Context: an optimization exercise on an open-source flow, tuned for small area and a short achievable clock period. The choices shown serve that exercise and are no tape-out recipe.
Only simulation tests tie the RTL to the original design; equivalence was not proved.
Power and IR drop assume default switching activity.

v37:
## APB_INT_Count
module APB_INT_Count #(
    parameter DATA_WIDTH = 32,
    parameter ADDR_WIDTH = 16
)
(
    input  wire                     PCLK,
    input  wire                     PRESETn,
    input  wire                     PSEL,
    input  wire                     PENABLE,
    input  wire                     PWRITE,
    input  wire [ADDR_WIDTH-1:0]    PADDR,
    input  wire [DATA_WIDTH-1:0]    PWDATA,
    output reg  [DATA_WIDTH-1:0]    PRDATA,
    output reg                      PREADY,
    output reg                      PSLVERR,
    output wire                     linux_irq,
    output wire                     lim_irq,
    output wire                     itim_irq,
    input  wire                     linux_ack,
    input  wire                     lim_ack,
    input  wire                     itim_ack
);
For scale: about 2500 cells after synthesis, ~1100 flip-flops, about 93 I/O pins.
clock: 10.0 ns
lec_check: 0
cap_margin: 20
core_margin: 2
core_utilization: 40
setup_slack_margin: 5
slew_margin: 20
synth_hierarchical: 1
synth_minimum_keep_size: 0
standard.sh (not shown) runs the stock make flow with config.mk's settings and CLKGATE_MAP_FILE= SYNTH_SCRIPT=/design/flow/synth_recipe.tcl, a recipe that flattens the netlist after the stock synthesis.
==> flow/flow/run.sh <==
#!/bin/bash
set -euo pipefail
bash standard.sh SETUP_SLACK_MARGIN=6.5 'BUFFER_PORTS_ARGS=-buffer_cell sky130_fd_sc_hd__buf_2' finish > flow_make.log 2>&1
v37 completed; timing, DRC and antenna clean
## Diff of input files: v14 against v37
==> flow/flow/run.sh <==
#!/bin/bash
set -euo pipefail
bash standard.sh SETUP_SLACK_MARGIN=6 'BUFFER_PORTS_ARGS=-buffer_cell sky130_fd_sc_hd__buf_2' finish > flow_make.log 2>&1
[summary]
Looking at count of clock-net buffers in the final layout, v14 sits about 2.4% higher than v37 does. v14 vs v37 on power: v14 is the lower one. Going from v37 to v14, utilization shows a reduction of 2.5 points, final worst-path cycle share shows an increase of 2.5 points, total wire length saw a decrease. Final area in v14 vs v37: down 5.1%.
#### Input delta (v43 over v14)
==> flow/flow/run.sh <==
#!/bin/bash
set -euo pipefail
bash standard.sh SETUP_SLACK_MARGIN=6.5 'BUFFER_PORTS_ARGS=-buffer_cell sky130_fd_sc_hd__buf_2' finish > flow_make.log 2>&1
-- flow/config.mk --
<<< v14, line 9
export CORE_MARGIN = 2
export CORE_UTILIZATION = 40
export SETUP_SLACK_MARGIN = 5
export SLEW_MARGIN = 20
>>> v43, line 9
export CORE_MARGIN = 2
export CORE_UTILIZATION = 40
export CTS_BUF_LIST = sky130_fd_sc_hd__clkbuf_16
export CTS_CLUSTER_DIAMETER = 90
export CTS_CLUSTER_SIZE = 22
export SETUP_SLACK_MARGIN = 5
export SLEW_MARGIN = 20
[summary]
- Worst ir drop on vdd (v43 / v14): 0.912
- Diff v14 -> v43: proportion of cell area occupied by multi-input gates went up 2.0 points; average routed wire per standard cell has increased; relative contribution of the clock network to total power decreased by 12 points relative to the old numbers; period utilization went down.
- Setup slack, v43 and v14: higher on v43
- NOTE: clock period minus final worst setup slack in v43 falls short of that of v14
- The final reports for v43 and v14 show total chip power lower in the former.

* * *

## nickel
The RTL this note starts from:
==> flow/design.v <==
module APB_INT_Count #(
    parameter DATA_WIDTH = 32,
    parameter ADDR_WIDTH = 16
)
(
    input  wire                     PCLK,
    input  wire                     PRESETn,
    input  wire                     PSEL,
    input  wire                     PENABLE,
    input  wire                     PWRITE,
    input  wire [ADDR_WIDTH-1:0]    PADDR,
    input  wire [DATA_WIDTH-1:0]    PWDATA,
    output reg  [DATA_WIDTH-1:0]    PRDATA,
    output reg                      PREADY,
    output reg                      PSLVERR,
    output wire                     linux_irq,
    output wire                     lim_irq,
    output wire                     itim_irq,
    input  wire                     linux_ack,
    input  wire                     lim_ack,
    input  wire                     itim_ack
);
    reg  [31:0] ctrl [1:3];
    reg  [31:0] cnt0 [1:3];           
    reg  [31:0] slot [1:3][0:8];      
    reg  [8:0]  ptr  [1:3];           
    reg         invalid_access;
    assign linux_irq = ctrl[1][0];
    assign lim_irq   = ctrl[2][0];
    assign itim_irq  = ctrl[3][0];
    wire [3:1] ack = {itim_ack, lim_ack, linux_ack};
    wire [3:1] irq = {itim_irq, lim_irq, linux_irq};
    wire       acc  = PSEL & PENABLE;
    wire       wacc = acc & PWRITE;
    wire       racc = acc & ~PWRITE;
    wire       hi0  = (PADDR[15:8] == 8'h00) && (PADDR[1:0] == 2'b00);
    wire [5:0] a    = PADDR[7:2];
    wire [3:0] lo   = PADDR[5:2];
    wire [15:0] dlo;
    genvar gi;
    generate
        for (gi = 0; gi < 16; gi = gi + 1) begin : g_dlo
            assign dlo[gi] = (lo == gi);
        end
    endgenerate
    wire grp0 = hi0 & (PADDR[7:6] == 2'b00);
    wire grp1 = hi0 & (PADDR[7:6] == 2'b01);
    wire grp2 = hi0 & (PADDR[7:6] == 2'b10);
    wire [3:1] wr_ctrl = {wacc & grp0 & dlo[3], wacc & grp0 & dlo[2], wacc & grp0 & dlo[1]};
    wire [3:1] load    = {wacc & grp2 & dlo[0], wacc & grp1 & dlo[0], wacc & grp0 & dlo[4]};
    wire       wvalid  = grp0 & (dlo[0] | dlo[1] | dlo[2] | dlo[3] | dlo[4])
                       | (grp1 | grp2) & dlo[0];
    wire       rvalid  = grp0 & (lo <= 4'd13) | (grp1 | grp2) & (lo <= 4'd9);
    wire [3:1] grp = {grp2, grp1, grp0};
    wire [3:0] off [1:3];
    assign off[1] = 4'd4;
    assign off[2] = 4'd0;
    assign off[3] = 4'd0;
    reg  [31:0] rdata;
    integer c, s, j;
    always @* begin
        rdata = {31'd0, racc & grp0 & dlo[0]};                    
        for (c = 1; c <= 3; c = c + 1) begin
            rdata = rdata | ({32{racc & grp0 & dlo[c]}} & ctrl[c]);
            rdata = rdata | ({32{racc & grp[c] & dlo[off[c]]}} & cnt0[c]);
            for (s = 0; s < 9; s = s + 1) begin : g_sel
                reg sel;
                sel = 1'b0;
                for (j = 1; j <= 9; j = j + 1)
                    sel = sel | (dlo[off[c] + j] & ptr[c][(s + j) % 9]);
                rdata = rdata | ({32{racc & grp[c] & sel}} & slot[c][s]);
            end
        end
        rdata = rdata | ({32{~racc}} & PRDATA);                    
    end
    wire [31:0] bus [1:3];
    genvar gc, gs;
    generate
        for (gc = 1; gc <= 3; gc = gc + 1) begin : g_ch
            wire shift = ack[gc] & ~irq[gc] & ~load[gc];
            assign bus[gc] = cnt0[gc] & {32{PRESETn}};
            always @(posedge PCLK) begin
                if (!PRESETn)
                    cnt0[gc] <= 32'd0;
                else if (load[gc])
                    cnt0[gc] <= PWDATA;
                else if (irq[gc])
                    cnt0[gc] <= cnt0[gc] + 32'd1;
                else if (ack[gc])
                    cnt0[gc] <= 32'd0;
            end
            always @(posedge PCLK) begin
                if (!PRESETn)
                    ptr[gc] <= 9'b000000001;
                else if (shift)
                    ptr[gc] <= {ptr[gc][7:0], ptr[gc][8]};
            end
            for (gs = 0; gs < 9; gs = gs + 1) begin : g_slot
                always @(posedge PCLK) begin
                    if (!PRESETn || (shift && ptr[gc][gs]))
                        slot[gc][gs] <= bus[gc];
                end
            end
        end
    endgenerate
    always @(posedge PCLK or negedge PRESETn) begin
        if (!PRESETn) begin
            ctrl[1] <= 32'd0;
            ctrl[2] <= 32'd0;
            ctrl[3] <= 32'd0;
            PRDATA <= 32'd0;
            PREADY <= 1'b0;
            PSLVERR <= 1'b0;
            invalid_access <= 1'b0;
        end else begin
            for (c = 1; c <= 3; c = c + 1) begin
                if (wr_ctrl[c])
                    ctrl[c] <= PWDATA;
                else if (ack[c])
                    ctrl[c][0] <= 1'b0;
            end
            PRDATA <= rdata;
            invalid_access <= acc & ~(PWRITE ? wvalid : rvalid);
            PREADY <= acc & ~invalid_access;
            PSLVERR <= acc & invalid_access;
        end
    end
endmodule
clock: 10.0 ns
lec_check: 0
abc_clock_period_in_ps: 1000
cap_margin: 20
core_margin: 2
core_utilization: 40
setup_slack_margin: 5
slew_margin: 20
==> flow/flow/run.sh <==
#!/bin/bash
set -euo pipefail
bash standard.sh SETUP_SLACK_MARGIN=6.5 TNS_END_PERCENT=20 finish > flow_make.log 2>&1
nickel completed end to end; final checks failed (slew limit).
The inputs of violet differ from those of nickel as listed below.
==> flow/run.sh (new file) <==
#!/bin/bash
# synth_recipe.tcl (not shown) runs the flow's synth.tcl, then flattens the netlist and writes it again
# the make line also repeats each setting of config.mk as NAME=value (left out here)
make -C /OpenROAD-flow-scripts/flow DESIGN_CONFIG=/design/flow/config.mk WORK_HOME=/design/flow/orfs CLKGATE_MAP_FILE= SYNTH_SCRIPT=/design/flow/synth_recipe.tcl finish
removed: flow/flow/run.sh
removed: flow/standard.sh
==> comparison <==
Comparing violet and nickel, the higher minimum clock period after layout was measured on violet. Summary: worst slew slack as a fraction of its limit, violet better than nickel. Higher clock network area share goes to violet over nickel. Changes observed in violet relative to nickel: final total power down 3.0%, combinational power down 42%. The area overhead of the layout relative to synthesis reported for violet is smaller than that of nickel by 18 points. From the logs: nickel reached the end of the flow and failed the layout checks with slew limit. violet: done, clean on timing, DRC and antenna. In violet the amount of wire on met2 after detailed routing turned out about 20% lower than in nickel. violet vs. nickel: setup slack after layout dropped 660 ps; netlist area before placement barely changed.
Setup changes, violet to xenon
# violet
export LEC_CHECK = 0
export ABC_CLOCK_PERIOD_IN_PS = 1000
export CAP_MARGIN = 20
export CORE_MARGIN = 2
export CORE_UTILIZATION = 40
export SETUP_SLACK_MARGIN = 5
export SLEW_MARGIN = 20
create_clock -name core_clock -period 10.0 [get_ports {PCLK}]
# xenon
export LEC_CHECK = 0
export CAP_MARGIN = 20
export CORE_MARGIN = 2
export CORE_UTILIZATION = 40
export CTS_BUF_LIST = sky130_fd_sc_hd__clkbuf_8
export CTS_CLUSTER_SIZE = 24
export SETUP_SLACK_MARGIN = 5
export SLEW_MARGIN = 20
export TNS_END_PERCENT = 10
create_clock -name core_clock -period 10.0 [get_ports {PCLK}]
Results
Combinational power (lower): xenon
xenon ends up with a initial antenna violation count that is 4 lower than in violet.
Compared with violet, xenon improves cell area.
Looking at minimum clock period after layout, xenon sits 140 ps higher than violet does.
xenon against violet: combinational cell fraction of total power +0.2 points, routed wire length went up by 0.53%, power drawn by the clock network dropped about 12%, clock latency on the worst-skew pair saw an increase.
Diff xenon and violet: worst hold slack across all endpoints lower in violet
[compare] base=violet new=xenon: combined area of the multi-input logic cells went down about 0.4%; overall power fell about 5%.
### xenon -> raven
# xenon
export LEC_CHECK = 0
export CAP_MARGIN = 20
export CORE_MARGIN = 2
export CORE_UTILIZATION = 40
export CTS_BUF_LIST = sky130_fd_sc_hd__clkbuf_8
export CTS_CLUSTER_SIZE = 24
export SETUP_SLACK_MARGIN = 5
export SLEW_MARGIN = 20
export TNS_END_PERCENT = 10
create_clock -name core_clock -period 10.0 [get_ports {PCLK}]
# raven
export LEC_CHECK = 0
export ABC_CLOCK_PERIOD_IN_PS = 2500
export CAP_MARGIN = 20
export CORE_MARGIN = 2
export CORE_UTILIZATION = 40
export SETUP_SLACK_MARGIN = 5
export SLEW_MARGIN = 20
create_clock -name core_clock -period 10.0 [get_ports {PCLK}]
- Capturing instance or port of the critical path: PRDATA[30] -> xenon, PRDATA[27] -> raven
- The fraction of area in multi-input gates on raven is in line with that on xenon.
- Compared with xenon, in raven slew of the pin with the lowest slew margin dropped 25 ps, share of post-route cells with drive strength above 1 dropped 1.1 points, net total in the final layout dropped 69, hold slack dropped 3.9 ps, overall power climbed about 5.4%.

## port drivers added, routing unchanged
No port has a modelled driver above. Below, the same layouts with a new extraction and two added sets of constraints. Step 1 (the two cells are an assumption about what drives the block):
set clk [get_ports {PCLK}]
set_driving_cell -lib_cell sky130_fd_sc_hd__clkbuf_16 $clk
set_driving_cell -lib_cell sky130_fd_sc_hd__buf_2 [delete_from_list [all_inputs] $clk]
Step 2 also shifts input and output timing later by t, the mid clock arrival at the registers, as if the neighbouring blocks saw the same clock. Three values: no drivers, after step 1, after step 2; two values: the first two.
run | t, ns | setup WS [ns] | hold slack, ns
v37 | 0.749 | 6.323 / 6.346 / 5.597 | 0.416 / 0.416 / 0.416
v14 | 0.747 | 6.071 / 6.116 / 5.369 | 0.437 / 0.437 / 0.437
v43 | 0.737 | 6.225 / 6.227 / 5.490 | 0.431 / 0.431 / 0.431
nickel | 0.830 | 5.669 / 5.579 / 4.749 | 0.432 / 0.432 / 0.432
violet | 0.780 | 5.008 / 5.067 / 4.287 | 0.423 / 0.423 / 0.423
xenon | 0.922 | 4.872 / 4.923 / 4.001 | 0.427 / 0.427 / 0.427
raven | 0.780 | 5.008 / 5.067 / 4.287 | 0.423 / 0.423 / 0.423
The setup slack of nickel, which loses most, moves by -0.090 ns with the drivers and by -0.920 ns with both steps.
